Source: an optimization exercise on an open RTL-to-GDS flow (aim: small area and a short achievable clock period). Production flows keep margins and buffers that such runs may drop. Function was not checked in any run shown here: the RTL went through the layout flow alone.

File: flow/standard.sh
#!/bin/bash
# synth_recipe.tcl (not shown) runs the flow's synth.tcl, then flattens the netlist and writes it again
# the make line also repeats each setting of config.mk as NAME=value (left out here)
make -C /OpenROAD-flow-scripts/flow DESIGN_CONFIG=/design/flow/config.mk WORK_HOME=/design/flow/orfs CLKGATE_MAP_FILE= SYNTH_SCRIPT=/design/flow/synth_recipe.tcl "${@:-finish}"
File: flow/constraint.sdc
create_clock -name core_clock -period 12.0 [get_ports {clk}]
set_input_delay 2.4000 -clock core_clock [delete_from_list [all_inputs] [get_ports {clk}]]
set_output_delay 2.4000 -clock core_clock [all_outputs]
set_load 0.01 [all_outputs]
File: flow/design.v
module fullreg #(  parameter N = 16 )(
    input [N-1:0] d,
    output reg [N-1:0] q,
    input clk,
    input en,
    input clr,  
    input rst   
    );
always @(posedge clk,posedge rst) begin
    if(rst)
        q=0;
    else    
    if(en==1)begin
        if(clr)
            q=0;
        else
            q=d;
    end
end
endmodule
`timescale 1ns / 1ps
module adder
   #(parameter integer N=16)
   (
    input  [N-1:0] x1,
    input  [N-1:0] x2,
    output  [N-1:0] y
    );
    assign y=$unsigned(x1)+$unsigned(x2);
endmodule
module fa_cell(input a, input b, input c, output s, output co);
  assign s = a ^ b ^ c;
  assign co = (a & b) | (a & c) | (b & c);
endmodule
module ha_cell(input a, input b, output s, output co);
  assign s = a ^ b;
  assign co = a & b;
endmodule
`timescale 1ns / 1ps
module mult
   #(parameter integer N=9)
   (
    input  [N-1:0] x1,
    input  [N-1:0] x2,
    output  [2*N-1:0] y
    );
    assign y=$signed(x1)*$signed(x2);
endmodule
module mac(
    input [15:0] x1,
    input [15:0] x2,
    input clk,
    input rst,
    input en,
    output [39:0] y
    );
reg [39:0] S;
reg [31:0] C;
wire s1;
wire c2;
wire s3;
wire c4;
wire s5;
wire c6;
wire s7;
wire c8;
wire s9;
wire c10;
wire s11;
wire c12;
wire s13;
wire c14;
wire s15;
wire c16;
wire s17;
wire c18;
wire s19;
wire c20;
wire s21;
wire c22;
wire s23;
wire c24;
wire s25;
wire c26;
wire s27;
wire c28;
wire s29;
wire c30;
wire s31;
wire c32;
wire s33;
wire c34;
wire s35;
wire c36;
wire s37;
wire c38;
wire s39;
wire c40;
wire s41;
wire c42;
wire s43;
wire c44;
wire s45;
wire c46;
wire s47;
wire c48;
wire s49;
wire c50;
wire s51;
wire c52;
wire s53;
wire c54;
wire s55;
wire c56;
wire s57;
wire c58;
wire s59;
wire c60;
wire s61;
wire c62;
wire s63;
wire c64;
wire s65;
wire c66;
wire s67;
wire c68;
wire s69;
wire c70;
wire s71;
wire c72;
wire s73;
wire c74;
wire s75;
wire c76;
wire s77;
wire c78;
wire s79;
wire c80;
wire s81;
wire c82;
wire s83;
wire c84;
wire s85;
wire c86;
wire s87;
wire c88;
wire s89;
wire c90;
wire s91;
wire c92;
wire s93;
wire c94;
wire s95;
wire c96;
wire s97;
wire c98;
wire s99;
wire c100;
wire s101;
wire c102;
wire s103;
wire c104;
wire s105;
wire c106;
wire s107;
wire c108;
wire s109;
wire c110;
wire s111;
wire c112;
wire s113;
wire c114;
wire s115;
wire c116;
wire s117;
wire c118;
wire s119;
wire c120;
wire s121;
wire c122;
wire s123;
wire c124;
wire s125;
wire c126;
wire s127;
wire c128;
wire s129;
wire c130;
wire s131;
wire c132;
wire s133;
wire c134;
wire s135;
wire c136;
wire s137;
wire c138;
wire s139;
wire c140;
wire s141;
wire c142;
wire s143;
wire c144;
wire s145;
wire c146;
wire s147;
wire c148;
wire s149;
wire c150;
wire s151;
wire c152;
wire s153;
wire c154;
wire s155;
wire c156;
wire s157;
wire c158;
wire s159;
wire c160;
wire s161;
wire c162;
wire s163;
wire c164;
wire s165;
wire c166;
wire s167;
wire c168;
wire s169;
wire c170;
wire s171;
wire c172;
wire s173;
wire c174;
wire s175;
wire c176;
wire s177;
wire c178;
wire s179;
wire c180;
wire s181;
wire c182;
wire s183;
wire c184;
wire s185;
wire c186;
wire s187;
wire c188;
wire s189;
wire c190;
wire s191;
wire c192;
wire s193;
wire c194;
wire s195;
wire c196;
wire s197;
wire c198;
wire s199;
wire c200;
wire s201;
wire c202;
wire s203;
wire c204;
wire s205;
wire c206;
wire s207;
wire c208;
wire s209;
wire c210;
wire s211;
wire c212;
wire s213;
wire c214;
wire s215;
wire c216;
wire s217;
wire c218;
wire s219;
wire c220;
wire s221;
wire c222;
wire s223;
wire c224;
wire s225;
wire c226;
wire s227;
wire c228;
wire s229;
wire c230;
wire s231;
wire c232;
wire s233;
wire c234;
wire s235;
wire c236;
wire s237;
wire c238;
wire s239;
wire c240;
wire s241;
wire c242;
wire s243;
wire c244;
wire s245;
wire c246;
wire s247;
wire c248;
wire s249;
wire c250;
wire s251;
wire c252;
wire s253;
wire c254;
wire s255;
wire c256;
wire s257;
wire c258;
wire s259;
wire c260;
wire s261;
wire c262;
wire s263;
wire c264;
wire s265;
wire c266;
wire s267;
wire c268;
wire s269;
wire c270;
wire s271;
wire c272;
wire s273;
wire c274;
wire s275;
wire c276;
wire s277;
wire c278;
wire s279;
wire c280;
wire s281;
wire c282;
wire s283;
wire c284;
wire s285;
wire c286;
wire s287;
wire c288;
wire s289;
wire c290;
wire s291;
wire c292;
wire s293;
wire c294;
wire s295;
wire c296;
wire s297;
wire c298;
wire s299;
wire c300;
wire s301;
wire c302;
wire s303;
wire c304;
wire one0 = en & (x2[0] ^ 1'b0);
wire two0 = en & ((x2[1] & ~x2[0] & ~1'b0) | (~x2[1] & x2[0] & 1'b0));
wire neg0 = en & x2[1];
wire pp0_0 = ((one0 & x1[0]) | (two0 & 1'b0)) ^ neg0;
wire pp0_1 = ((one0 & x1[1]) | (two0 & x1[0])) ^ neg0;
wire pp0_2 = ((one0 & x1[2]) | (two0 & x1[1])) ^ neg0;
wire pp0_3 = ((one0 & x1[3]) | (two0 & x1[2])) ^ neg0;
wire pp0_4 = ((one0 & x1[4]) | (two0 & x1[3])) ^ neg0;
wire pp0_5 = ((one0 & x1[5]) | (two0 & x1[4])) ^ neg0;
wire pp0_6 = ((one0 & x1[6]) | (two0 & x1[5])) ^ neg0;
wire pp0_7 = ((one0 & x1[7]) | (two0 & x1[6])) ^ neg0;
wire pp0_8 = ((one0 & x1[8]) | (two0 & x1[7])) ^ neg0;
wire pp0_9 = ((one0 & x1[9]) | (two0 & x1[8])) ^ neg0;
wire pp0_10 = ((one0 & x1[10]) | (two0 & x1[9])) ^ neg0;
wire pp0_11 = ((one0 & x1[11]) | (two0 & x1[10])) ^ neg0;
wire pp0_12 = ((one0 & x1[12]) | (two0 & x1[11])) ^ neg0;
wire pp0_13 = ((one0 & x1[13]) | (two0 & x1[12])) ^ neg0;
wire pp0_14 = ((one0 & x1[14]) | (two0 & x1[13])) ^ neg0;
wire pp0_15 = ((one0 & x1[15]) | (two0 & x1[14])) ^ neg0;
wire pp0_16 = ~(((one0 & x1[15]) | (two0 & x1[15])) ^ neg0);
wire one1 = en & (x2[2] ^ x2[1]);
wire two1 = en & ((x2[3] & ~x2[2] & ~x2[1]) | (~x2[3] & x2[2] & x2[1]));
wire neg1 = en & x2[3];
wire pp1_0 = ((one1 & x1[0]) | (two1 & 1'b0)) ^ neg1;
wire pp1_1 = ((one1 & x1[1]) | (two1 & x1[0])) ^ neg1;
wire pp1_2 = ((one1 & x1[2]) | (two1 & x1[1])) ^ neg1;
wire pp1_3 = ((one1 & x1[3]) | (two1 & x1[2])) ^ neg1;
wire pp1_4 = ((one1 & x1[4]) | (two1 & x1[3])) ^ neg1;
wire pp1_5 = ((one1 & x1[5]) | (two1 & x1[4])) ^ neg1;
wire pp1_6 = ((one1 & x1[6]) | (two1 & x1[5])) ^ neg1;
wire pp1_7 = ((one1 & x1[7]) | (two1 & x1[6])) ^ neg1;
wire pp1_8 = ((one1 & x1[8]) | (two1 & x1[7])) ^ neg1;
wire pp1_9 = ((one1 & x1[9]) | (two1 & x1[8])) ^ neg1;
wire pp1_10 = ((one1 & x1[10]) | (two1 & x1[9])) ^ neg1;
wire pp1_11 = ((one1 & x1[11]) | (two1 & x1[10])) ^ neg1;
wire pp1_12 = ((one1 & x1[12]) | (two1 & x1[11])) ^ neg1;
wire pp1_13 = ((one1 & x1[13]) | (two1 & x1[12])) ^ neg1;
wire pp1_14 = ((one1 & x1[14]) | (two1 & x1[13])) ^ neg1;
wire pp1_15 = ((one1 & x1[15]) | (two1 & x1[14])) ^ neg1;
wire pp1_16 = ~(((one1 & x1[15]) | (two1 & x1[15])) ^ neg1);
wire one2 = en & (x2[4] ^ x2[3]);
wire two2 = en & ((x2[5] & ~x2[4] & ~x2[3]) | (~x2[5] & x2[4] & x2[3]));
wire neg2 = en & x2[5];
wire pp2_0 = ((one2 & x1[0]) | (two2 & 1'b0)) ^ neg2;
wire pp2_1 = ((one2 & x1[1]) | (two2 & x1[0])) ^ neg2;
wire pp2_2 = ((one2 & x1[2]) | (two2 & x1[1])) ^ neg2;
wire pp2_3 = ((one2 & x1[3]) | (two2 & x1[2])) ^ neg2;
wire pp2_4 = ((one2 & x1[4]) | (two2 & x1[3])) ^ neg2;
wire pp2_5 = ((one2 & x1[5]) | (two2 & x1[4])) ^ neg2;
wire pp2_6 = ((one2 & x1[6]) | (two2 & x1[5])) ^ neg2;
wire pp2_7 = ((one2 & x1[7]) | (two2 & x1[6])) ^ neg2;
wire pp2_8 = ((one2 & x1[8]) | (two2 & x1[7])) ^ neg2;
wire pp2_9 = ((one2 & x1[9]) | (two2 & x1[8])) ^ neg2;
wire pp2_10 = ((one2 & x1[10]) | (two2 & x1[9])) ^ neg2;
wire pp2_11 = ((one2 & x1[11]) | (two2 & x1[10])) ^ neg2;
wire pp2_12 = ((one2 & x1[12]) | (two2 & x1[11])) ^ neg2;
wire pp2_13 = ((one2 & x1[13]) | (two2 & x1[12])) ^ neg2;
wire pp2_14 = ((one2 & x1[14]) | (two2 & x1[13])) ^ neg2;
wire pp2_15 = ((one2 & x1[15]) | (two2 & x1[14])) ^ neg2;
wire pp2_16 = ~(((one2 & x1[15]) | (two2 & x1[15])) ^ neg2);
wire one3 = en & (x2[6] ^ x2[5]);
wire two3 = en & ((x2[7] & ~x2[6] & ~x2[5]) | (~x2[7] & x2[6] & x2[5]));
wire neg3 = en & x2[7];
wire pp3_0 = ((one3 & x1[0]) | (two3 & 1'b0)) ^ neg3;
wire pp3_1 = ((one3 & x1[1]) | (two3 & x1[0])) ^ neg3;
wire pp3_2 = ((one3 & x1[2]) | (two3 & x1[1])) ^ neg3;
wire pp3_3 = ((one3 & x1[3]) | (two3 & x1[2])) ^ neg3;
wire pp3_4 = ((one3 & x1[4]) | (two3 & x1[3])) ^ neg3;
wire pp3_5 = ((one3 & x1[5]) | (two3 & x1[4])) ^ neg3;
wire pp3_6 = ((one3 & x1[6]) | (two3 & x1[5])) ^ neg3;
wire pp3_7 = ((one3 & x1[7]) | (two3 & x1[6])) ^ neg3;
wire pp3_8 = ((one3 & x1[8]) | (two3 & x1[7])) ^ neg3;
wire pp3_9 = ((one3 & x1[9]) | (two3 & x1[8])) ^ neg3;
wire pp3_10 = ((one3 & x1[10]) | (two3 & x1[9])) ^ neg3;
wire pp3_11 = ((one3 & x1[11]) | (two3 & x1[10])) ^ neg3;
wire pp3_12 = ((one3 & x1[12]) | (two3 & x1[11])) ^ neg3;
wire pp3_13 = ((one3 & x1[13]) | (two3 & x1[12])) ^ neg3;
wire pp3_14 = ((one3 & x1[14]) | (two3 & x1[13])) ^ neg3;
wire pp3_15 = ((one3 & x1[15]) | (two3 & x1[14])) ^ neg3;
wire pp3_16 = ~(((one3 & x1[15]) | (two3 & x1[15])) ^ neg3);
wire one4 = en & (x2[8] ^ x2[7]);
wire two4 = en & ((x2[9] & ~x2[8] & ~x2[7]) | (~x2[9] & x2[8] & x2[7]));
wire neg4 = en & x2[9];
wire pp4_0 = ((one4 & x1[0]) | (two4 & 1'b0)) ^ neg4;
wire pp4_1 = ((one4 & x1[1]) | (two4 & x1[0])) ^ neg4;
wire pp4_2 = ((one4 & x1[2]) | (two4 & x1[1])) ^ neg4;
wire pp4_3 = ((one4 & x1[3]) | (two4 & x1[2])) ^ neg4;
wire pp4_4 = ((one4 & x1[4]) | (two4 & x1[3])) ^ neg4;
wire pp4_5 = ((one4 & x1[5]) | (two4 & x1[4])) ^ neg4;
wire pp4_6 = ((one4 & x1[6]) | (two4 & x1[5])) ^ neg4;
wire pp4_7 = ((one4 & x1[7]) | (two4 & x1[6])) ^ neg4;
wire pp4_8 = ((one4 & x1[8]) | (two4 & x1[7])) ^ neg4;
wire pp4_9 = ((one4 & x1[9]) | (two4 & x1[8])) ^ neg4;
wire pp4_10 = ((one4 & x1[10]) | (two4 & x1[9])) ^ neg4;
wire pp4_11 = ((one4 & x1[11]) | (two4 & x1[10])) ^ neg4;
wire pp4_12 = ((one4 & x1[12]) | (two4 & x1[11])) ^ neg4;
wire pp4_13 = ((one4 & x1[13]) | (two4 & x1[12])) ^ neg4;
wire pp4_14 = ((one4 & x1[14]) | (two4 & x1[13])) ^ neg4;
wire pp4_15 = ((one4 & x1[15]) | (two4 & x1[14])) ^ neg4;
wire pp4_16 = ~(((one4 & x1[15]) | (two4 & x1[15])) ^ neg4);
wire one5 = en & (x2[10] ^ x2[9]);
wire two5 = en & ((x2[11] & ~x2[10] & ~x2[9]) | (~x2[11] & x2[10] & x2[9]));
wire neg5 = en & x2[11];
wire pp5_0 = ((one5 & x1[0]) | (two5 & 1'b0)) ^ neg5;
wire pp5_1 = ((one5 & x1[1]) | (two5 & x1[0])) ^ neg5;
wire pp5_2 = ((one5 & x1[2]) | (two5 & x1[1])) ^ neg5;
wire pp5_3 = ((one5 & x1[3]) | (two5 & x1[2])) ^ neg5;
wire pp5_4 = ((one5 & x1[4]) | (two5 & x1[3])) ^ neg5;
wire pp5_5 = ((one5 & x1[5]) | (two5 & x1[4])) ^ neg5;
wire pp5_6 = ((one5 & x1[6]) | (two5 & x1[5])) ^ neg5;
wire pp5_7 = ((one5 & x1[7]) | (two5 & x1[6])) ^ neg5;
wire pp5_8 = ((one5 & x1[8]) | (two5 & x1[7])) ^ neg5;
wire pp5_9 = ((one5 & x1[9]) | (two5 & x1[8])) ^ neg5;
wire pp5_10 = ((one5 & x1[10]) | (two5 & x1[9])) ^ neg5;
wire pp5_11 = ((one5 & x1[11]) | (two5 & x1[10])) ^ neg5;
wire pp5_12 = ((one5 & x1[12]) | (two5 & x1[11])) ^ neg5;
wire pp5_13 = ((one5 & x1[13]) | (two5 & x1[12])) ^ neg5;
wire pp5_14 = ((one5 & x1[14]) | (two5 & x1[13])) ^ neg5;
wire pp5_15 = ((one5 & x1[15]) | (two5 & x1[14])) ^ neg5;
wire pp5_16 = ~(((one5 & x1[15]) | (two5 & x1[15])) ^ neg5);
wire one6 = en & (x2[12] ^ x2[11]);
wire two6 = en & ((x2[13] & ~x2[12] & ~x2[11]) | (~x2[13] & x2[12] & x2[11]));
wire neg6 = en & x2[13];
wire pp6_0 = ((one6 & x1[0]) | (two6 & 1'b0)) ^ neg6;
wire pp6_1 = ((one6 & x1[1]) | (two6 & x1[0])) ^ neg6;
wire pp6_2 = ((one6 & x1[2]) | (two6 & x1[1])) ^ neg6;
wire pp6_3 = ((one6 & x1[3]) | (two6 & x1[2])) ^ neg6;
wire pp6_4 = ((one6 & x1[4]) | (two6 & x1[3])) ^ neg6;
wire pp6_5 = ((one6 & x1[5]) | (two6 & x1[4])) ^ neg6;
wire pp6_6 = ((one6 & x1[6]) | (two6 & x1[5])) ^ neg6;
wire pp6_7 = ((one6 & x1[7]) | (two6 & x1[6])) ^ neg6;
wire pp6_8 = ((one6 & x1[8]) | (two6 & x1[7])) ^ neg6;
wire pp6_9 = ((one6 & x1[9]) | (two6 & x1[8])) ^ neg6;
wire pp6_10 = ((one6 & x1[10]) | (two6 & x1[9])) ^ neg6;
wire pp6_11 = ((one6 & x1[11]) | (two6 & x1[10])) ^ neg6;
wire pp6_12 = ((one6 & x1[12]) | (two6 & x1[11])) ^ neg6;
wire pp6_13 = ((one6 & x1[13]) | (two6 & x1[12])) ^ neg6;
wire pp6_14 = ((one6 & x1[14]) | (two6 & x1[13])) ^ neg6;
wire pp6_15 = ((one6 & x1[15]) | (two6 & x1[14])) ^ neg6;
wire pp6_16 = ~(((one6 & x1[15]) | (two6 & x1[15])) ^ neg6);
wire one7 = en & (x2[14] ^ x2[13]);
wire two7 = en & ((x2[15] & ~x2[14] & ~x2[13]) | (~x2[15] & x2[14] & x2[13]));
wire neg7 = en & x2[15];
wire pp7_0 = ((one7 & x1[0]) | (two7 & 1'b0)) ^ neg7;
wire pp7_1 = ((one7 & x1[1]) | (two7 & x1[0])) ^ neg7;
wire pp7_2 = ((one7 & x1[2]) | (two7 & x1[1])) ^ neg7;
wire pp7_3 = ((one7 & x1[3]) | (two7 & x1[2])) ^ neg7;
wire pp7_4 = ((one7 & x1[4]) | (two7 & x1[3])) ^ neg7;
wire pp7_5 = ((one7 & x1[5]) | (two7 & x1[4])) ^ neg7;
wire pp7_6 = ((one7 & x1[6]) | (two7 & x1[5])) ^ neg7;
wire pp7_7 = ((one7 & x1[7]) | (two7 & x1[6])) ^ neg7;
wire pp7_8 = ((one7 & x1[8]) | (two7 & x1[7])) ^ neg7;
wire pp7_9 = ((one7 & x1[9]) | (two7 & x1[8])) ^ neg7;
wire pp7_10 = ((one7 & x1[10]) | (two7 & x1[9])) ^ neg7;
wire pp7_11 = ((one7 & x1[11]) | (two7 & x1[10])) ^ neg7;
wire pp7_12 = ((one7 & x1[12]) | (two7 & x1[11])) ^ neg7;
wire pp7_13 = ((one7 & x1[13]) | (two7 & x1[12])) ^ neg7;
wire pp7_14 = ((one7 & x1[14]) | (two7 & x1[13])) ^ neg7;
wire pp7_15 = ((one7 & x1[15]) | (two7 & x1[14])) ^ neg7;
wire pp7_16 = ~(((one7 & x1[15]) | (two7 & x1[15])) ^ neg7);
ha_cell hs1 (.a(y[14]), .b(neg7), .s(s1), .co(c2));
ha_cell hs3 (.a(y[15]), .b(pp0_15), .s(s3), .co(c4));
assign s5 = ~(y[16] ^ pp0_16);
assign c6 = y[16] | pp0_16;
assign s7 = ~y[17];
assign c8 = y[17];
ha_cell hs9 (.a(y[8]), .b(neg4), .s(s9), .co(c10));
ha_cell hs11 (.a(y[9]), .b(pp0_9), .s(s11), .co(c12));
fa_cell fs13 (.a(y[10]), .b(neg5), .c(pp0_10), .s(s13), .co(c14));
ha_cell hs15 (.a(pp1_8), .b(pp2_6), .s(s15), .co(c16));
fa_cell fs17 (.a(y[11]), .b(pp0_11), .c(pp1_9), .s(s17), .co(c18));
ha_cell hs19 (.a(pp2_7), .b(pp3_5), .s(s19), .co(c20));
fa_cell fs21 (.a(y[12]), .b(neg6), .c(pp0_12), .s(s21), .co(c22));
fa_cell fs23 (.a(pp1_10), .b(pp2_8), .c(pp3_6), .s(s23), .co(c24));
ha_cell hs25 (.a(pp4_4), .b(pp5_2), .s(s25), .co(c26));
fa_cell fs27 (.a(y[13]), .b(pp0_13), .c(pp1_11), .s(s27), .co(c28));
fa_cell fs29 (.a(pp2_9), .b(pp3_7), .c(pp4_5), .s(s29), .co(c30));
ha_cell hs31 (.a(pp5_3), .b(pp6_1), .s(s31), .co(c32));
fa_cell fs33 (.a(s1), .b(pp0_14), .c(pp1_12), .s(s33), .co(c34));
fa_cell fs35 (.a(pp2_10), .b(pp3_8), .c(pp4_6), .s(s35), .co(c36));
fa_cell fs37 (.a(pp5_4), .b(pp6_2), .c(pp7_0), .s(s37), .co(c38));
fa_cell fs39 (.a(c2), .b(pp1_13), .c(pp2_11), .s(s39), .co(c40));
fa_cell fs41 (.a(pp3_9), .b(pp4_7), .c(pp5_5), .s(s41), .co(c42));
fa_cell fs43 (.a(pp6_3), .b(pp7_1), .c(s3), .s(s43), .co(c44));
fa_cell fs45 (.a(pp1_14), .b(pp2_12), .c(pp3_10), .s(s45), .co(c46));
fa_cell fs47 (.a(pp4_8), .b(pp5_6), .c(pp6_4), .s(s47), .co(c48));
fa_cell fs49 (.a(pp7_2), .b(c4), .c(s5), .s(s49), .co(c50));
fa_cell fs51 (.a(s7), .b(pp1_15), .c(pp2_13), .s(s51), .co(c52));
fa_cell fs53 (.a(pp3_11), .b(pp4_9), .c(pp5_7), .s(s53), .co(c54));
fa_cell fs55 (.a(pp6_5), .b(pp7_3), .c(c6), .s(s55), .co(c56));
fa_cell fs57 (.a(y[18]), .b(c8), .c(pp1_16), .s(s57), .co(c58));
fa_cell fs59 (.a(pp2_14), .b(pp3_12), .c(pp4_10), .s(s59), .co(c60));
fa_cell fs61 (.a(pp5_8), .b(pp6_6), .c(pp7_4), .s(s61), .co(c62));
assign s63 = ~(y[19] ^ pp2_15);
assign c64 = y[19] | pp2_15;
fa_cell fs65 (.a(pp3_13), .b(pp4_11), .c(pp5_9), .s(s65), .co(c66));
ha_cell hs67 (.a(pp6_7), .b(pp7_5), .s(s67), .co(c68));
fa_cell fs69 (.a(y[20]), .b(pp2_16), .c(pp3_14), .s(s69), .co(c70));
fa_cell fs71 (.a(pp4_12), .b(pp5_10), .c(pp6_8), .s(s71), .co(c72));
assign s73 = ~(y[21] ^ pp3_15);
assign c74 = y[21] | pp3_15;
ha_cell hs75 (.a(pp4_13), .b(pp5_11), .s(s75), .co(c76));
fa_cell fs77 (.a(y[22]), .b(pp3_16), .c(pp4_14), .s(s77), .co(c78));
assign s79 = ~y[23];
assign c80 = y[23];
ha_cell hs81 (.a(y[4]), .b(neg2), .s(s81), .co(c82));
ha_cell hs83 (.a(y[5]), .b(pp0_5), .s(s83), .co(c84));
fa_cell fs85 (.a(y[6]), .b(neg3), .c(pp0_6), .s(s85), .co(c86));
ha_cell hs87 (.a(pp1_4), .b(pp2_2), .s(s87), .co(c88));
fa_cell fs89 (.a(y[7]), .b(pp0_7), .c(pp1_5), .s(s89), .co(c90));
ha_cell hs91 (.a(pp2_3), .b(pp3_1), .s(s91), .co(c92));
fa_cell fs93 (.a(s9), .b(pp0_8), .c(pp1_6), .s(s93), .co(c94));
fa_cell fs95 (.a(pp2_4), .b(pp3_2), .c(pp4_0), .s(s95), .co(c96));
fa_cell fs97 (.a(c10), .b(pp1_7), .c(pp2_5), .s(s97), .co(c98));
fa_cell fs99 (.a(pp3_3), .b(pp4_1), .c(s11), .s(s99), .co(c100));
fa_cell fs101 (.a(pp3_4), .b(pp4_2), .c(pp5_0), .s(s101), .co(c102));
fa_cell fs103 (.a(c12), .b(s15), .c(s13), .s(s103), .co(c104));
fa_cell fs105 (.a(pp4_3), .b(pp5_1), .c(c16), .s(s105), .co(c106));
fa_cell fs107 (.a(s19), .b(c14), .c(s17), .s(s107), .co(c108));
fa_cell fs109 (.a(pp6_0), .b(c20), .c(s25), .s(s109), .co(c110));
fa_cell fs111 (.a(c18), .b(s21), .c(s23), .s(s111), .co(c112));
fa_cell fs113 (.a(c26), .b(s31), .c(c22), .s(s113), .co(c114));
fa_cell fs115 (.a(c24), .b(s27), .c(s29), .s(s115), .co(c116));
fa_cell fs117 (.a(c32), .b(c28), .c(c30), .s(s117), .co(c118));
fa_cell fs119 (.a(s33), .b(s35), .c(s37), .s(s119), .co(c120));
fa_cell fs121 (.a(c34), .b(c36), .c(c38), .s(s121), .co(c122));
fa_cell fs123 (.a(s39), .b(s41), .c(s43), .s(s123), .co(c124));
fa_cell fs125 (.a(c40), .b(c42), .c(s45), .s(s125), .co(c126));
fa_cell fs127 (.a(s47), .b(c44), .c(s49), .s(s127), .co(c128));
fa_cell fs129 (.a(c46), .b(c48), .c(s51), .s(s129), .co(c130));
fa_cell fs131 (.a(s53), .b(c50), .c(s55), .s(s131), .co(c132));
fa_cell fs133 (.a(c52), .b(c54), .c(s57), .s(s133), .co(c134));
fa_cell fs135 (.a(s59), .b(s61), .c(c56), .s(s135), .co(c136));
fa_cell fs137 (.a(s67), .b(c58), .c(c60), .s(s137), .co(c138));
fa_cell fs139 (.a(c62), .b(s63), .c(s65), .s(s139), .co(c140));
fa_cell fs141 (.a(pp7_6), .b(c68), .c(c64), .s(s141), .co(c142));
fa_cell fs143 (.a(c66), .b(s69), .c(s71), .s(s143), .co(c144));
fa_cell fs145 (.a(pp6_9), .b(pp7_7), .c(s75), .s(s145), .co(c146));
fa_cell fs147 (.a(c70), .b(c72), .c(s73), .s(s147), .co(c148));
fa_cell fs149 (.a(pp5_12), .b(pp6_10), .c(pp7_8), .s(s149), .co(c150));
fa_cell fs151 (.a(c76), .b(c74), .c(s77), .s(s151), .co(c152));
fa_cell fs153 (.a(s79), .b(pp4_15), .c(pp5_13), .s(s153), .co(c154));
fa_cell fs155 (.a(pp6_11), .b(pp7_9), .c(c78), .s(s155), .co(c156));
fa_cell fs157 (.a(y[24]), .b(c80), .c(pp4_16), .s(s157), .co(c158));
fa_cell fs159 (.a(pp5_14), .b(pp6_12), .c(pp7_10), .s(s159), .co(c160));
assign s161 = ~(y[25] ^ pp5_15);
assign c162 = y[25] | pp5_15;
ha_cell hs163 (.a(pp6_13), .b(pp7_11), .s(s163), .co(c164));
fa_cell fs165 (.a(y[26]), .b(pp5_16), .c(pp6_14), .s(s165), .co(c166));
assign s167 = ~y[27];
assign c168 = y[27];
ha_cell hs169 (.a(y[2]), .b(neg1), .s(s169), .co(c170));
ha_cell hs171 (.a(y[3]), .b(pp0_3), .s(s171), .co(c172));
fa_cell fs173 (.a(s81), .b(pp0_4), .c(pp1_2), .s(s173), .co(c174));
fa_cell fs175 (.a(c82), .b(pp1_3), .c(pp2_1), .s(s175), .co(c176));
fa_cell fs177 (.a(pp3_0), .b(c84), .c(s87), .s(s177), .co(c178));
fa_cell fs179 (.a(c88), .b(s91), .c(c86), .s(s179), .co(c180));
fa_cell fs181 (.a(c92), .b(c90), .c(s93), .s(s181), .co(c182));
fa_cell fs183 (.a(c94), .b(c96), .c(s97), .s(s183), .co(c184));
fa_cell fs185 (.a(c98), .b(s101), .c(c100), .s(s185), .co(c186));
fa_cell fs187 (.a(c102), .b(s105), .c(c104), .s(s187), .co(c188));
fa_cell fs189 (.a(c106), .b(s109), .c(c108), .s(s189), .co(c190));
fa_cell fs191 (.a(c110), .b(c112), .c(s113), .s(s191), .co(c192));
fa_cell fs193 (.a(c114), .b(c116), .c(s117), .s(s193), .co(c194));
fa_cell fs195 (.a(c118), .b(c120), .c(s121), .s(s195), .co(c196));
fa_cell fs197 (.a(c122), .b(s125), .c(c124), .s(s197), .co(c198));
fa_cell fs199 (.a(c126), .b(s129), .c(c128), .s(s199), .co(c200));
fa_cell fs201 (.a(c130), .b(s133), .c(c132), .s(s201), .co(c202));
fa_cell fs203 (.a(c134), .b(s137), .c(s139), .s(s203), .co(c204));
fa_cell fs205 (.a(c138), .b(c140), .c(s141), .s(s205), .co(c206));
fa_cell fs207 (.a(s145), .b(c142), .c(c144), .s(s207), .co(c208));
fa_cell fs209 (.a(s149), .b(c146), .c(c148), .s(s209), .co(c210));
fa_cell fs211 (.a(c150), .b(s153), .c(c152), .s(s211), .co(c212));
fa_cell fs213 (.a(c154), .b(s157), .c(s159), .s(s213), .co(c214));
fa_cell fs215 (.a(s163), .b(c158), .c(c160), .s(s215), .co(c216));
fa_cell fs217 (.a(pp7_12), .b(c164), .c(c162), .s(s217), .co(c218));
fa_cell fs219 (.a(s167), .b(pp6_15), .c(pp7_13), .s(s219), .co(c220));
fa_cell fs221 (.a(y[28]), .b(c168), .c(pp6_16), .s(s221), .co(c222));
assign s223 = ~y[29];
assign c224 = y[29];
ha_cell hs225 (.a(y[0]), .b(neg0), .s(s225), .co(c226));
ha_cell hs227 (.a(y[1]), .b(pp0_1), .s(s227), .co(c228));
fa_cell fs229 (.a(s169), .b(pp0_2), .c(pp1_0), .s(s229), .co(c230));
fa_cell fs231 (.a(c170), .b(pp1_1), .c(s171), .s(s231), .co(c232));
fa_cell fs233 (.a(pp2_0), .b(c172), .c(s173), .s(s233), .co(c234));
fa_cell fs235 (.a(s83), .b(c174), .c(s175), .s(s235), .co(c236));
fa_cell fs237 (.a(c176), .b(s85), .c(s177), .s(s237), .co(c238));
fa_cell fs239 (.a(s89), .b(c178), .c(s179), .s(s239), .co(c240));
fa_cell fs241 (.a(s95), .b(c180), .c(s181), .s(s241), .co(c242));
fa_cell fs243 (.a(s99), .b(c182), .c(s183), .s(s243), .co(c244));
fa_cell fs245 (.a(c184), .b(s103), .c(s185), .s(s245), .co(c246));
fa_cell fs247 (.a(s107), .b(c186), .c(s187), .s(s247), .co(c248));
fa_cell fs249 (.a(s111), .b(c188), .c(s189), .s(s249), .co(c250));
fa_cell fs251 (.a(s115), .b(c190), .c(s191), .s(s251), .co(c252));
fa_cell fs253 (.a(s119), .b(c192), .c(s193), .s(s253), .co(c254));
fa_cell fs255 (.a(s123), .b(c194), .c(s195), .s(s255), .co(c256));
fa_cell fs257 (.a(c196), .b(s127), .c(s197), .s(s257), .co(c258));
fa_cell fs259 (.a(s131), .b(c198), .c(s199), .s(s259), .co(c260));
fa_cell fs261 (.a(s135), .b(c200), .c(s201), .s(s261), .co(c262));
fa_cell fs263 (.a(c136), .b(s203), .c(c202), .s(s263), .co(c264));
fa_cell fs265 (.a(s143), .b(c204), .c(s205), .s(s265), .co(c266));
fa_cell fs267 (.a(s147), .b(c206), .c(s207), .s(s267), .co(c268));
fa_cell fs269 (.a(s151), .b(c208), .c(s209), .s(s269), .co(c270));
fa_cell fs271 (.a(s155), .b(c210), .c(s211), .s(s271), .co(c272));
fa_cell fs273 (.a(c156), .b(s213), .c(c212), .s(s273), .co(c274));
fa_cell fs275 (.a(s161), .b(c214), .c(s215), .s(s275), .co(c276));
fa_cell fs277 (.a(s165), .b(c216), .c(s217), .s(s277), .co(c278));
fa_cell fs279 (.a(c166), .b(s219), .c(c218), .s(s279), .co(c280));
fa_cell fs281 (.a(pp7_14), .b(c220), .c(s221), .s(s281), .co(c282));
fa_cell fs283 (.a(s223), .b(pp7_15), .c(c222), .s(s283), .co(c284));
fa_cell fs285 (.a(y[30]), .b(c224), .c(pp7_16), .s(s285), .co(c286));
assign s287 = ~y[31];
assign c288 = y[31];
assign s289 = ~y[32];
assign c290 = y[32];
assign s291 = ~y[33];
assign c292 = y[33];
assign s293 = ~y[34];
assign c294 = y[34];
assign s295 = ~y[35];
assign c296 = y[35];
assign s297 = ~y[36];
assign c298 = y[36];
assign s299 = ~y[37];
assign c300 = y[37];
assign s301 = ~y[38];
assign c302 = y[38];
assign s303 = ~y[39];
assign c304 = y[39];
wire [7:0] hs = {c302, c300, c298, c296, c294, c292, c290, c288} + {s303, s301, s299, s297, s295, s293, s291, s289};
wire [39:0] Sn = {hs[7], hs[6], hs[5], hs[4], hs[3], hs[2], hs[1], hs[0], c286, c284, c282, c280, c278, c276, c274, c272, c270, c268, c266, c264, c262, c260, c258, c256, c254, c252, c250, c248, c246, c244, c242, c240, c238, c236, c234, c232, c230, c228, c226, pp0_0};
wire [31:0] Cn = {s287, s285, s283, s281, s279, s277, s275, s273, s271, s269, s267, s265, s263, s261, s259, s257, s255, s253, s251, s249, s247, s245, s243, s241, s239, s237, s235, s233, s231, s229, s227, s225};
always @(posedge clk or posedge rst)
  if (rst) begin
    S <= 40'd0;
    C <= 32'd0;
  end else begin
    S <= Sn;
    C <= Cn;
  end
wire [39:0] ya = S[39:0], yb = {8'd0, C};
wire [39:0] p0, g0;
genvar gi;
generate for (gi = 0; gi < 40; gi = gi + 1) begin : pg
  ha_cell h (.a(ya[gi]), .b(yb[gi]), .s(p0[gi]), .co(g0[gi]));
end endgenerate
wire bg0_1 = g0[1] | (p0[1] & g0[0]);
wire bp0_1 = p0[1] & p0[0];
wire bg0_3 = g0[3] | (p0[3] & g0[2]);
wire bp0_3 = p0[3] & p0[2];
wire bg0_5 = g0[5] | (p0[5] & g0[4]);
wire bp0_5 = p0[5] & p0[4];
wire bg0_7 = g0[7] | (p0[7] & g0[6]);
wire bp0_7 = p0[7] & p0[6];
wire bg0_9 = g0[9] | (p0[9] & g0[8]);
wire bp0_9 = p0[9] & p0[8];
wire bg0_11 = g0[11] | (p0[11] & g0[10]);
wire bp0_11 = p0[11] & p0[10];
wire bg0_13 = g0[13] | (p0[13] & g0[12]);
wire bp0_13 = p0[13] & p0[12];
wire bg0_15 = g0[15] | (p0[15] & g0[14]);
wire bp0_15 = p0[15] & p0[14];
wire bg0_17 = g0[17] | (p0[17] & g0[16]);
wire bp0_17 = p0[17] & p0[16];
wire bg0_19 = g0[19] | (p0[19] & g0[18]);
wire bp0_19 = p0[19] & p0[18];
wire bg0_21 = g0[21] | (p0[21] & g0[20]);
wire bp0_21 = p0[21] & p0[20];
wire bg0_23 = g0[23] | (p0[23] & g0[22]);
wire bp0_23 = p0[23] & p0[22];
wire bg0_25 = g0[25] | (p0[25] & g0[24]);
wire bp0_25 = p0[25] & p0[24];
wire bg0_27 = g0[27] | (p0[27] & g0[26]);
wire bp0_27 = p0[27] & p0[26];
wire bg0_29 = g0[29] | (p0[29] & g0[28]);
wire bp0_29 = p0[29] & p0[28];
wire bg0_31 = g0[31] | (p0[31] & g0[30]);
wire bp0_31 = p0[31] & p0[30];
wire bg0_33 = g0[33] | (p0[33] & g0[32]);
wire bp0_33 = p0[33] & p0[32];
wire bg0_35 = g0[35] | (p0[35] & g0[34]);
wire bp0_35 = p0[35] & p0[34];
wire bg0_37 = g0[37] | (p0[37] & g0[36]);
wire bp0_37 = p0[37] & p0[36];
wire bg0_39 = g0[39] | (p0[39] & g0[38]);
wire bp0_39 = p0[39] & p0[38];
wire bg1_3 = bg0_3 | (bp0_3 & bg0_1);
wire bp1_3 = bp0_3 & bp0_1;
wire bg1_7 = bg0_7 | (bp0_7 & bg0_5);
wire bp1_7 = bp0_7 & bp0_5;
wire bg1_11 = bg0_11 | (bp0_11 & bg0_9);
wire bp1_11 = bp0_11 & bp0_9;
wire bg1_15 = bg0_15 | (bp0_15 & bg0_13);
wire bp1_15 = bp0_15 & bp0_13;
wire bg1_19 = bg0_19 | (bp0_19 & bg0_17);
wire bp1_19 = bp0_19 & bp0_17;
wire bg1_23 = bg0_23 | (bp0_23 & bg0_21);
wire bp1_23 = bp0_23 & bp0_21;
wire bg1_27 = bg0_27 | (bp0_27 & bg0_25);
wire bp1_27 = bp0_27 & bp0_25;
wire bg1_31 = bg0_31 | (bp0_31 & bg0_29);
wire bp1_31 = bp0_31 & bp0_29;
wire bg1_35 = bg0_35 | (bp0_35 & bg0_33);
wire bp1_35 = bp0_35 & bp0_33;
wire bg1_39 = bg0_39 | (bp0_39 & bg0_37);
wire bp1_39 = bp0_39 & bp0_37;
wire bg2_7 = bg1_7 | (bp1_7 & bg1_3);
wire bp2_7 = bp1_7 & bp1_3;
wire bg2_15 = bg1_15 | (bp1_15 & bg1_11);
wire bp2_15 = bp1_15 & bp1_11;
wire bg2_23 = bg1_23 | (bp1_23 & bg1_19);
wire bp2_23 = bp1_23 & bp1_19;
wire bg2_31 = bg1_31 | (bp1_31 & bg1_27);
wire bp2_31 = bp1_31 & bp1_27;
wire bg2_39 = bg1_39 | (bp1_39 & bg1_35);
wire bp2_39 = bp1_39 & bp1_35;
wire bg3_15 = bg2_15 | (bp2_15 & bg2_7);
wire bp3_15 = bp2_15 & bp2_7;
wire bg3_31 = bg2_31 | (bp2_31 & bg2_23);
wire bp3_31 = bp2_31 & bp2_23;
wire bg4_31 = bg3_31 | (bp3_31 & bg3_15);
wire bp4_31 = bp3_31 & bp3_15;
wire bg8_23 = bg2_23 | (bp2_23 & bg3_15);
wire bp8_23 = bp2_23 & bp3_15;
wire bg8_39 = bg2_39 | (bp2_39 & bg4_31);
wire bp8_39 = bp2_39 & bp4_31;
wire bg9_11 = bg1_11 | (bp1_11 & bg2_7);
wire bp9_11 = bp1_11 & bp2_7;
wire bg9_19 = bg1_19 | (bp1_19 & bg3_15);
wire bp9_19 = bp1_19 & bp3_15;
wire bg9_27 = bg1_27 | (bp1_27 & bg8_23);
wire bp9_27 = bp1_27 & bp8_23;
wire bg9_35 = bg1_35 | (bp1_35 & bg4_31);
wire bp9_35 = bp1_35 & bp4_31;
wire bg10_5 = bg0_5 | (bp0_5 & bg1_3);
wire bp10_5 = bp0_5 & bp1_3;
wire bg10_9 = bg0_9 | (bp0_9 & bg2_7);
wire bp10_9 = bp0_9 & bp2_7;
wire bg10_13 = bg0_13 | (bp0_13 & bg9_11);
wire bp10_13 = bp0_13 & bp9_11;
wire bg10_17 = bg0_17 | (bp0_17 & bg3_15);
wire bp10_17 = bp0_17 & bp3_15;
wire bg10_21 = bg0_21 | (bp0_21 & bg9_19);
wire bp10_21 = bp0_21 & bp9_19;
wire bg10_25 = bg0_25 | (bp0_25 & bg8_23);
wire bp10_25 = bp0_25 & bp8_23;
wire bg10_29 = bg0_29 | (bp0_29 & bg9_27);
wire bp10_29 = bp0_29 & bp9_27;
wire bg10_33 = bg0_33 | (bp0_33 & bg4_31);
wire bp10_33 = bp0_33 & bp4_31;
wire bg10_37 = bg0_37 | (bp0_37 & bg9_35);
wire bp10_37 = bp0_37 & bp9_35;
wire bg11_2 = g0[2] | (p0[2] & bg0_1);
wire bp11_2 = p0[2] & bp0_1;
wire bg11_4 = g0[4] | (p0[4] & bg1_3);
wire bp11_4 = p0[4] & bp1_3;
wire bg11_6 = g0[6] | (p0[6] & bg10_5);
wire bp11_6 = p0[6] & bp10_5;
wire bg11_8 = g0[8] | (p0[8] & bg2_7);
wire bp11_8 = p0[8] & bp2_7;
wire bg11_10 = g0[10] | (p0[10] & bg10_9);
wire bp11_10 = p0[10] & bp10_9;
wire bg11_12 = g0[12] | (p0[12] & bg9_11);
wire bp11_12 = p0[12] & bp9_11;
wire bg11_14 = g0[14] | (p0[14] & bg10_13);
wire bp11_14 = p0[14] & bp10_13;
wire bg11_16 = g0[16] | (p0[16] & bg3_15);
wire bp11_16 = p0[16] & bp3_15;
wire bg11_18 = g0[18] | (p0[18] & bg10_17);
wire bp11_18 = p0[18] & bp10_17;
wire bg11_20 = g0[20] | (p0[20] & bg9_19);
wire bp11_20 = p0[20] & bp9_19;
wire bg11_22 = g0[22] | (p0[22] & bg10_21);
wire bp11_22 = p0[22] & bp10_21;
wire bg11_24 = g0[24] | (p0[24] & bg8_23);
wire bp11_24 = p0[24] & bp8_23;
wire bg11_26 = g0[26] | (p0[26] & bg10_25);
wire bp11_26 = p0[26] & bp10_25;
wire bg11_28 = g0[28] | (p0[28] & bg9_27);
wire bp11_28 = p0[28] & bp9_27;
wire bg11_30 = g0[30] | (p0[30] & bg10_29);
wire bp11_30 = p0[30] & bp10_29;
wire bg11_32 = g0[32] | (p0[32] & bg4_31);
wire bp11_32 = p0[32] & bp4_31;
wire bg11_34 = g0[34] | (p0[34] & bg10_33);
wire bp11_34 = p0[34] & bp10_33;
wire bg11_36 = g0[36] | (p0[36] & bg9_35);
wire bp11_36 = p0[36] & bp9_35;
wire bg11_38 = g0[38] | (p0[38] & bg10_37);
wire bp11_38 = p0[38] & bp10_37;
wire [39:0] cy = {bg11_38, bg10_37, bg11_36, bg9_35, bg11_34, bg10_33, bg11_32, bg4_31, bg11_30, bg10_29, bg11_28, bg9_27, bg11_26, bg10_25, bg11_24, bg8_23, bg11_22, bg10_21, bg11_20, bg9_19, bg11_18, bg10_17, bg11_16, bg3_15, bg11_14, bg10_13, bg11_12, bg9_11, bg11_10, bg10_9, bg11_8, bg2_7, bg11_6, bg10_5, bg11_4, bg1_3, bg11_2, bg0_1, g0[0], 1'b0};
assign y[39:0] = p0 ^ cy;
endmodule
File: flow/config.mk
export PLATFORM = sky130hd
export DESIGN_NAME = mac
export DESIGN_NICKNAME = mac
export VERILOG_FILES = /design/flow/design.v
export SDC_FILE = /design/flow/constraint.sdc
export NUM_CORES = 4
export LEC_CHECK = 0
export ABC_AREA = 1
export CAP_MARGIN = 20
export CORE_MARGIN = 2
export CORE_UTILIZATION = 60
export CTS_BUF_LIST = sky130_fd_sc_hd__clkbuf_4 sky130_fd_sc_hd__clkbuf_8
export SETUP_SLACK_MARGIN = 5
export SLEW_MARGIN = 20
export SYNTH_HIERARCHICAL = 1
File: flow/flow/params.sh
MARGIN=6.5
PORTBUF=sky130_fd_sc_hd__buf_1
EXTRA="ABC_LOAD_IN_FF=2"
File: flow/flow/run.sh
#!/bin/bash
# The standard layout (standard.sh: ORFS synthesis to final layout) with a
# few extra ORFS settings; the clock, constraints and synthesis script are
# unchanged. Settings come from flow/params.sh:
#   MARGIN      setup slack that repair_timing aims for (ns)
#   PORTBUF     cell used to buffer every input and output port
#   EXTRA       further ORFS make variables
set -u
. flow/params.sh
bash standard.sh SETUP_SLACK_MARGIN=$MARGIN "BUFFER_PORTS_ARGS=-buffer_cell $PORTBUF" $EXTRA finish > standard.log 2>&1
==> results of run 1 <==
-- worst max-delay path, cell delays in order --
cell	delay (ns)
clkbuf_4	0.18
inv_4	0.24
nor2_1	0.08
nand2_1	0.06
o21ai_1	0.08
inv_2	0.26
o22ai_1	0.16
xor2_1	0.21
fa_1	0.54
fa_1	0.47
fa_1	0.52
fa_1	0.40
-- per-layer routing --
layer  wire length [um]  vias up  part of all wire, %  track usage, %
met5                  0        -                    0               0
met1               9450     3344                   43            40.0
li1                   -     3235                    -               -
met4                476        0                  2.2            10.1
met3               1550       38                  7.1            4.12
met2              10400      327                   48            44.2
-- per-stage QoR --
stage	cells	setup slack, ns	area (um2)	utilization, %
final	1203	6.63	9980	65.6
after CTS	1191	6.50	9790	64.4
after detailed placement	1175	5.83	9510	62.6
after global routing	1203	6.39	9980	65.6
after floorplan	967	6.67	9360	-
after global placement	1175	5.96	9510	62.6
-- worst paths after layout --
| check | to | slack, ns | from |
|---|---|---|---|
| setup / recovery | C[17] | 6.63 | en |
| hold reg to reg | C[0] | 0.62 | C[0] |
| setup reg to reg | C[16] | 7.48 | S[1] |
| max in group asynchronous | S[2] | 9.13 | rst |
| min in group asynchronous | S[36] | 2.27 | rst |
| hold / removal | C[0] | 0.62 | C[0] |
-- state kept, by name, summed over array words and instances, names as in the netlist --
signal,flops
C,32
S,40
-- synthesized netlist by cell type, drive strengths merged, types with 2 or more instances --
master	count	area (um2)
a21o	2	15.0
a31o	4	35.0
o22ai	120	826
nand4	2	12.5
a21oi	15	75.1
nor2	47	176
inv	117	439
o21ai	16	83.8
fa	117	2340
buf	42	323
xnor2	16	140
nand2	121	457
clkbuf	13	48.8
a31oi	2	12.5
dfrtp	72	1800
xor2	142	1240
nand3	11	55.1
nor3	8	119
ha	88	1100
-- placed cells by master, fill, tap and decap left out, types with 13 or more instances in the layout --
| master | count |
|---|---|
| inv_2 | 22 |
| dfrtp_1 | 72 |
| inv_1 | 93 |
| a21oi_1 | 14 |
| buf_4 | 13 |
| ha_1 | 88 |
| nor2_1 | 42 |
| xor2_1 | 140 |
| o22ai_1 | 108 |
| buf_1 | 68 |
| nand2_1 | 106 |
| fa_1 | 117 |
-- layout make-up --
| type | count | share of cell area (%) |
|---|---|---|
| inverter | 118 | 4.49 |
| clock inverter | 6 | 1.15 |
| sequential | 72 | 18.1 |
| clock buffer | 10 | 1.38 |
| timing repair buffer | 87 | 3.86 |
| multi-input combinational | 722 | 68.7 |
| tap | 188 | 2.36 |
-- what timing repair did --
item | CTS | global route
cloned | 0 | 0
setup endpoints to repair | 35 | 34
gates resized for setup | 10 | 36
pin swaps | 0 | 9
setup buffers | 0 | 12
hold buffers | 0 | 0
-- cells by family after synthesis --
kind of cell / Yosys count / synth area share (%)
xor gates and xnor gates: 158 / 14.8
other: 1 / 0.0402
and+or+nand+nor: 191 / 8.93
adders and majority gates: 205 / 36.9
DFF: 72 / 19.3
buffers and inverters: 173 / 8.73
AOI/OAI and AO/OA: 160 / 11.3
-- modules after synthesis, one instance, submodules excluded --
module	flops+latches	cell area, um2	times used
fa_cell	0	20.0	116
ha_cell	0	12.5	59
mac	72	6270	1
==> impl_metrics.toml, run 1 <==
[status]
status = "finished clean"

[sta]
setup_viol = 0
slew_violations = 0
setup_tns_ns = 0
rsz0062_at_grt = "true"
max_freq_mhz = 186
hold_viol_final = 0
finalHoldWorstSlack_ns = 0.617
min_period_ns = 5.37
worst_pin_slew_ns = 0.926
period_share_pct = 44.7
skew_ns = 0.0159
maxSlewHeadroom_pct = 38.3

[clocking]
clkSinkCount = 72
cts_root_buffer = "clkbuf_8"
h-tree-depth = 3
worstSkewPairLatency_ns = 0.40
clkTransAtPathRegs_ns = 0.08
cts_buffers = 9
tritoncts = "done"
clock_path_buffers = 2

[floorplanning]
die_area_mm2 = 0.0166
ios = 75
initial_utilization_pct = 61.4
die_w_um = 129
die_height_um = 129
core_region_area_mm2 = 0.0152
rows = 45

[placement]
gp_congestion = 0.957
portBuffers = 74
hpwl_mm = 16.8

[setup_path]
worst_ep_arrival_time_ns = 5.63
r2r.worst_path.cells = 18
endpoint_kind = "register"
path_max_fanout = 15
cp.required_ns = 12.26
startpoint_type = "input pin"
critPathKind = "in -> reg"

[routing]
drt_wl_total_mm = 21.9
drt-initial-drc-count = 599
via_per_inst = 5.77
wl_per_cell_um = 18.2
ant_nets = 0
drc = 0
drtPass1Iterations = 8
vias = 6944

[final_layout]
register_area_mm2 = 0.00180
insertedDiodeCount = 0
final_nets = 1250
area_delta_synth_final_pct = 6.90
drive_gt1_share_pct = 10.9
multi_input_area_mm2 = 0.00686
fill_cells = 1297

[logic_synthesis]
ys_warn_count = 7
synth_edf_count = 0
ys_async_sr_fraction_pct = 100
synth_cells = 960
syn_avg_cell_area_um2 = 9.72
syn_area_mm2 = 0.00934
synth_flop_cell = "dfrtp_1"
ys_seq_elements = 72
ys_seq_area_share_pct = 19.3
synth.distinct_cells = 34

[global_routing]
antenna_found_initial = 0
grtUsageTotal_pct = 28.1
overflow = 0
grt_max_degree = 73
grt_pass1_vias = 7144
grt_pass1_wl_mm = 35.9

[hold_path]
hold_depth = 2
hp-class = "reg -> reg"

[flow_run]
max-cap-violations = 0
==> run 2, diff against run 1 <==
==> flow/flow/params.sh (replaced) <==
MARGIN=6.8
PORTBUF=sky130_fd_sc_hd__buf_1
EXTRA="ABC_LOAD_IN_FF=2"
==> run 2 against run 1 <==
  * Non-clock buffer count is 37 higher
  * Still clean
  * Synthesized area did not move
  * Via count is 3.8% higher
==> impl_metrics.toml, run 2 <==
[status]
status = "finished clean"

[sta]
hold_viol_final = 0
skew_ns = 0.0101
worst_pin_slew_ns = 0.932
setup_tns_ns = 0
max_freq_mhz = 193
min_period_ns = 5.18
worst_slack_ns = 6.82
period_share_pct = 43.2
rsz0062_at_grt = "true"
slew_violations = 0
setup_viol = 0
maxSlewHeadroom_pct = 37.9

[floorplanning]
rows = 45
die_w_um = 129
core_region_area_mm2 = 0.0152
die_height_um = 129
initial_utilization_pct = 61.4
die_area_mm2 = 0.0166
ios = 75

[setup_path]
startpoint_type = "register"
path_max_fanout = 5
crit_chain = "ha_1 -> ha_2 -> inv_2 -> nand2_2 -> nand2_2 -> nand2_4 -> nand2_4 -> nand2_4 -> nand2_4 -> nand2_8 -> nand2_4 -> nand2_4 -> nand2_2 -> nand2_2 -> nand2_2 -> nand2_1 -> ha_2 -> nor2_4 -> xnor2_2 -> buf_2"
cp_slowest_cell = "dfrtp_1"
worst_ep_arrival_time_ns = 2.78
critPathKind = "reg -> out"
r2r.worst_path.cells = 19
endpoint_kind = "primary output"
critPathBufInv = 2
r2r-end = "C[17]"
crit_top_cell = "nand2_4"
r2r-start = "S[1]"
cp.required_ns = 9.60
critical_path.startpoint = "S[1]"
r2r_slack_ns = 7.51
cpPeakStageDelay_ns = 0.37
critPathTopFamily = "simple AND/OR/NAND/NOR gates"

[clocking]
tritoncts = "done"
cts_root_buffer = "clkbuf_8"
h-tree-depth = 3
cts_buffers = 9
clock_path_buffers = 2
worstSkewPairLatency_ns = 0.39
clkTransAtPathRegs_ns = 0.09
clkSinkCount = 72

[placement]
hpwl_mm = 17.0
postPlaceCellArea_mm2 = 0.00960
preCtsSetupSlack_ns = 5.79
portBuffers = 74
gp_congestion = 0.932

[final_layout]
insertedDiodeCount = 0
final_nets = 1287
fill_cells = 1171
final_cell_mix = "xor2_1, fa_1, o22ai_1"
largest_register = "S"
area_delta_synth_final_pct = 15.5
fin_area_mm2 = 0.0108
largestRegisters = "S (40), C (32)"
largest_register_ffs = 40
drive_gt1_share_pct = 22.3
mostFrequentLayoutCell = "xor2_1"

[routing]
via_per_inst = 5.81
drt-initial-drc-count = 587
wl_per_cell_um = 18.4
vias = 7210
ant_nets = 0
drt_wl_total_mm = 22.8
drtPass1Iterations = 5
drc = 0

[hold_path]
hp-class = "reg -> reg"
hold_depth = 2
hold_end = "C[0]"
min-delay-start = "S[0]"

[global_routing]
grt_pass1_vias = 7219
overflow = 0
grt_max_degree = 73
grtUsageTotal_pct = 28.4
antenna_found_initial = 0
grt_pass1_wl_mm = 36.1

[logic_synthesis]
synth_edf_count = 0
yosys-top-cells-area = "fa_1, dfrtp_1, xor2_1"
synth.distinct_cells = 34
synth_common_cells = "xor2_1, nand2_1, fa_1"
ys_seq_elements = 72
synth_top_area_share_pct = 25.1
synth_cells = 960
ys_seq_area_share_pct = 19.3
synth_flop_cell = "dfrtp_1"
ys_warn_count = 7
ys_async_sr_fraction_pct = 100
syn_avg_cell_area_um2 = 9.72
yosysMostFrequentCell = "xor2_1"
syn_area_mm2 = 0.00934
synth_area_leader_cell = "fa_1"

[flow_run]
max-cap-violations = 0
## run 2: changes by cell type in the layout (fill, tap and decap cells not counted), moves of 10 or more
| cell | before | now |
|---|---|---|
| nor2_1 | 42 | 31 |
| fa_1 | 117 | 107 |
| buf_4 | 13 | 47 |
| fa_2 | 0 | 10 |
| nand2_1 | 106 | 94 |
| o22ai_1 | 108 | 95 |
| o22ai_2 | 12 | 22 |
| buf_1 | 68 | 57 |
## run 2: what timing repair did
action / 4_1_cts / 5_1_grt
hold buffers: 0 / 0
buffers inserted: 18 / 31
resized for setup: 62 / 105
pin swaps: 27 / 44
endpoints found under the setup margin: 56 / 40
gates cloned: 0 / 0
## run 2: worst max path at each step
| stage | to | cells after the start |
|---|---|---|
| after floorplan | C[19] | 11 |
| after detailed placement | C[16] | 9 |
| after global placement | C[16] | 9 |
| final | y[31] | 20 |
| after CTS | y[39] | 20 |
| after global routing | y[31] | 20 |
## run 2: layout make-up
type | count | area, um2 | area share, %
Multi-Input combinational cell | 722 | 7310 | 67.8
Tap cell | 188 | 235 | 2.18
Inverter | 118 | 497 | 4.61
Clock buffer | 9 | 124 | 1.15
Sequential cell | 72 | 1800 | 16.7
Timing Repair Buffer | 124 | 709 | 6.58
Clock inverter | 7 | 101 | 0.940
## run 2: cells by family (layout without fill, tap and decap cells)
kind of cell             after synthesis  count (layout)  synth area share, %
AND/OR/NAND/NOR                      191             191                 8.93
buffers and inverters                173             258                 8.73
adder cells (fa/ha/maj)              205             205                 36.9
XOR/XNOR                             158             158                 14.8
AO/OA/AOI/OAI                        160             160                 11.3
other                                  1               8               0.0402
flip-flops                            72              72                 19.3
## run 2: per-layer routing
layer	vias to the layer above	global-route usage, %	part of all wire [%]
met5	-	0	0
li1	3304	-	-
met4	0	7.80	2.4
met2	307	45.9	48
met3	47	6.53	7.8
met1	3552	39.0	42
## run 2: Yosys stat by module (local to each module, per instance)
| module | area (um2) | times used | flops+latches | cells |
|---|---|---|---|---|
| ha_cell | 12.5 | 59 | 0 | 1 |
| fa_cell | 20.0 | 116 | 0 | 1 |
| mac | 6270 | 1 | 72 | 785 |
## run 2: worst reg2reg max path, stage by stage, from the launching register on
cell and delay [ns]:
dfrtp_1 0.37, ha_1 0.30, ha_2 0.19, inv_2 0.05, nand2_2 0.05, nand2_2 0.07, nand2_4 0.06, nand2_4 0.09
a21oi_1 0.07, or2_4 0.24, a31o_2 0.21, ha_1 0.19, nor2_2 0.12, xnor2_2 0.08, buf_4 0.15, ha_1 0.32
fa_1 0.44, fa_2 0.39, fa_1 0.47, fa_1 0.49
## run 2: through the flow
stage               hold slack [ns]  instances  util [%]
global route                  0.684       1240      70.9
CTS                           0.653       1209      66.9
finish                        0.645       1240      70.9
detailed placement            0.632       1175      63.2
floorplan                     0.589        967         -
global placement              0.597       1175      63.2
==> run 3, diff against run 2 <==
==> flow/flow/params.sh (replaced) <==
MARGIN=7.0
PORTBUF=sky130_fd_sc_hd__buf_1
EXTRA="ABC_LOAD_IN_FF=2"
==> run 3 against run 2 <==
  * Cell count increased by 8.4%
  * Via count is 12% higher
  * Register-to-register slack got worse by 0.72 ns
  * Die area is the same
  * Synthesized cell count did not move
  * Still clean on timing, DRC and antenna
  * Synthesized area stayed put
  * Clock skew grew 0.0028 ns
  * Global-route usage grew 3.2 points
  * Cell area increased by 20%
  * Maximum frequency down 1.9%
==> impl_metrics.toml, run 3 <==
[status]
status = "finished clean"

[sta]
worst_slack_ns = 6.72
min_period_ns = 5.28
setup_viol = 0
rsz0062_at_grt = "true"
slew_violations = 0
period_share_pct = 44.0
skew_ns = 0.0130
hold_viol_final = 0
maxSlewHeadroom_pct = 35.9
max_freq_mhz = 189
finalHoldWorstSlack_ns = 0.636
setup_tns_ns = 0
worst_pin_slew_ns = 0.962

[floorplanning]
die_height_um = 129
rows = 45
ios = 75
die_w_um = 129
initial_utilization_pct = 61.4
core_region_area_mm2 = 0.0152
die_area_mm2 = 0.0166

[logic_synthesis]
synth-simple-area-share_pct = 8.93
synth_flop_cell = "dfrtp_1"
ys_warn_count = 7
synth_edf_count = 0
synth_cells = 960
syn_area_mm2 = 0.00934
synth_area_leader_cell = "fa_1"
ys_async_sr_fraction_pct = 100
synth_top_family_by_area = "adder cells"
synth_mux_area_share_pct = 0
yosys-top-cells-area = "fa_1, dfrtp_1, xor2_1"
ys_seq_elements = 72
synth_top_area_share_pct = 25.1
synth.distinct_cells = 34
yosysMostFrequentCell = "xor2_1"
synth_adder_area_share_pct = 36.9
ys_seq_area_share_pct = 19.3
syn_avg_cell_area_um2 = 9.72
synth_xor_area_share_pct = 14.8
synth_common_cells = "xor2_1, nand2_1, fa_1"
synth_compound_area_share_pct = 11.3

[placement]
portBuffers = 74
preCtsSetupSlack_ns = 5.52
hpwl_mm = 17.2
postPlaceCellArea_mm2 = 0.00976
gp_congestion = 0.914

[clocking]
tritoncts = "done"
clkSinkCount = 72
worstSkewPairLatency_ns = 0.39
clkTransAtPathRegs_ns = 0.08
cts_root_buffer = "clkbuf_8"
clock_path_buffers = 2
h-tree-depth = 3
cts_buffers = 9

[setup_path]
critPathKind = "reg -> out"
path_max_fanout = 2
crit_chain = "ha_1 -> ha_2 -> inv_2 -> nand2_2 -> buf_4 -> buf_6 -> buf_4 -> buf_4 -> buf_4 -> buf_4 -> buf_4 -> buf_6 -> ha_4 -> nor2_4 -> xnor2_2 -> buf_2"
cp.required_ns = 9.60
startpoint_type = "register"
critPathTopFamily = "buffers and inverters"
critPathBufInv = 10
endpoint_kind = "primary output"
cp_slowest_cell = "dfrtp_1"
crit_top_cell = "buf_4"
worst_ep_arrival_time_ns = 2.88
cpPeakStageDelay_ns = 0.38

[flow_run]
max-cap-violations = 0

[routing]
ant_nets = 0
drc = 0
drt-initial-drc-count = 643
wl_per_cell_um = 21.2
vias = 8061
drtPass1Iterations = 5
via_per_inst = 6.00
drt_wl_total_mm = 28.5

[global_routing]
grt_max_degree = 73
overflow = 0
grtUsageTotal_pct = 31.6
grt_pass1_wl_mm = 40.3
grt_pass1_vias = 7983
antenna_found_initial = 0

[hold_path]
hp-class = "reg -> reg"

[final_layout]
final_nets = 1391
drive_gt1_share_pct = 44.9
mostFrequentLayoutCell = "buf_4"
insertedDiodeCount = 0
largest_register = "S"
largestRegisters = "S (40), C (32)"
largest_register_ffs = 40
fin_area_mm2 = 0.0129
area_delta_synth_final_pct = 38.4
final_cell_mix = "buf_4, xor2_1, nand2_1"
[run 3: worst paths after layout]
| path | from | endpoint | slack [ns] | depth (start not counted) |
|---|---|---|---|---|
| setup / recovery | S[1] | y[3] | 6.72 | 16 |
| hold / removal | C[0] | C[0] | 0.64 | 2 |
| setup reg to reg | S[1] | S[39] | 6.79 | 44 |
| hold reg to reg | C[0] | C[0] | 0.64 | 2 |
| max in group asynchronous | rst | C[29] | 9.07 | 3 |
| min in group asynchronous | rst | S[12] | 2.30 | 3 |
[run 3: layout make-up]
type / count / area (um2)
fillers: 787 / 2280
clock inverters: 6 / 113
clock buffers: 10 / 138
flip-flops and latches: 72 / 1800
multi-input cells: 722 / 8240
inverters: 118 / 559
well taps: 188 / 235
repair inverters: 2 / 15.0
repair buffers: 226 / 1820
[run 3: worst reg2reg max path: cells and delay by family (launching register included)]
kind / cells / cell delay [ns]
adder cells (fa/ha/maj): 3 / 0.66
AND/OR/NAND/NOR: 16 / 1.16
buffers and inverters: 23 / 2.64
flip-flops: 1 / 0.38
XOR/XNOR: 2 / 0.24
[run 3: cell families after synthesis]
| family | Yosys count |
|---|---|
| adders and majority gates | 205 |
| and+or+nand+nor | 191 |
| DFF | 72 |
| other | 1 |
| AOI/OAI and AO/OA | 160 |
| buffers and inverters | 173 |
| xor gates and xnor gates | 158 |
[run 3: per-stage QoR]
step | utilization (%) | std cells
floorplan | - | 967
global placement | 64.2 | 1175
detailed placement | 64.2 | 1175
CTS | 75.0 | 1285
global route | 85.0 | 1344
finish | 85.0 | 1344
[run 3: repair_timing]
action	4_1_cts	5_1_grt
gates resized for setup	176	234
setup buffers	91	59
cloned	3	0
pin swaps	70	83
setup endpoints to repair	71	60
hold buffers	0	0
[run 3: per-module statistics from Yosys, one instance, submodules excluded]
module / flip-flops and latches / cell area [um2] / cells / times used
mac: 72 / 6270 / 785 / 1
fa_cell: 0 / 20.0 / 1 / 116
ha_cell: 0 / 12.5 / 1 / 59
[run 3: layer usage]
layer | GRT usage (%) | up-vias | share of wire (%)
li1 | - | 3503 | -
met1 | 43.2 | 4022 | 38
met2 | 52.2 | 434 | 50
met3 | 5.11 | 102 | 8.2
met4 | 10.2 | 0 | 3.9
met5 | 0 | - | 0

[port drivers added, routing unchanged]
How much do the figures lean on ideal ports? The routed layouts below were timed once more, with nothing changed but the port constraints.
Step 1 assumes that a clkbuf_16 drives the clock port and a buf_2 every other input.
Step 2, shift: input delay + t, output delay - t, t = (earliest + latest rising clock arrival at the registers) / 2. This alone moves slack from input paths to output paths.
a / b / c = no drivers / after step 1 / after step 2; a / b = the first two.
| run | shift t [ns] | slack for setup (ns) | clock arrival spread, ns | slew at the worst register clock pin (ns) |
|---|---|---|---|---|
| run 1 | 0.426 | 6.635 / 6.610 / 6.223 | 0.016 / 0.016 | 0.09 / 0.09 |
| run 2 | 0.423 | 6.821 / 6.781 / 6.402 | 0.010 / 0.010 | 0.09 / 0.09 |
| run 3 | 0.420 | 6.722 / 6.680 / 6.260 | 0.013 / 0.013 | 0.09 / 0.09 |
After both steps every run listed still meets setup and hold. For run 3, which loses most, drivers alone change the setup slack by -0.042 ns; drivers and shift together by -0.462 ns.
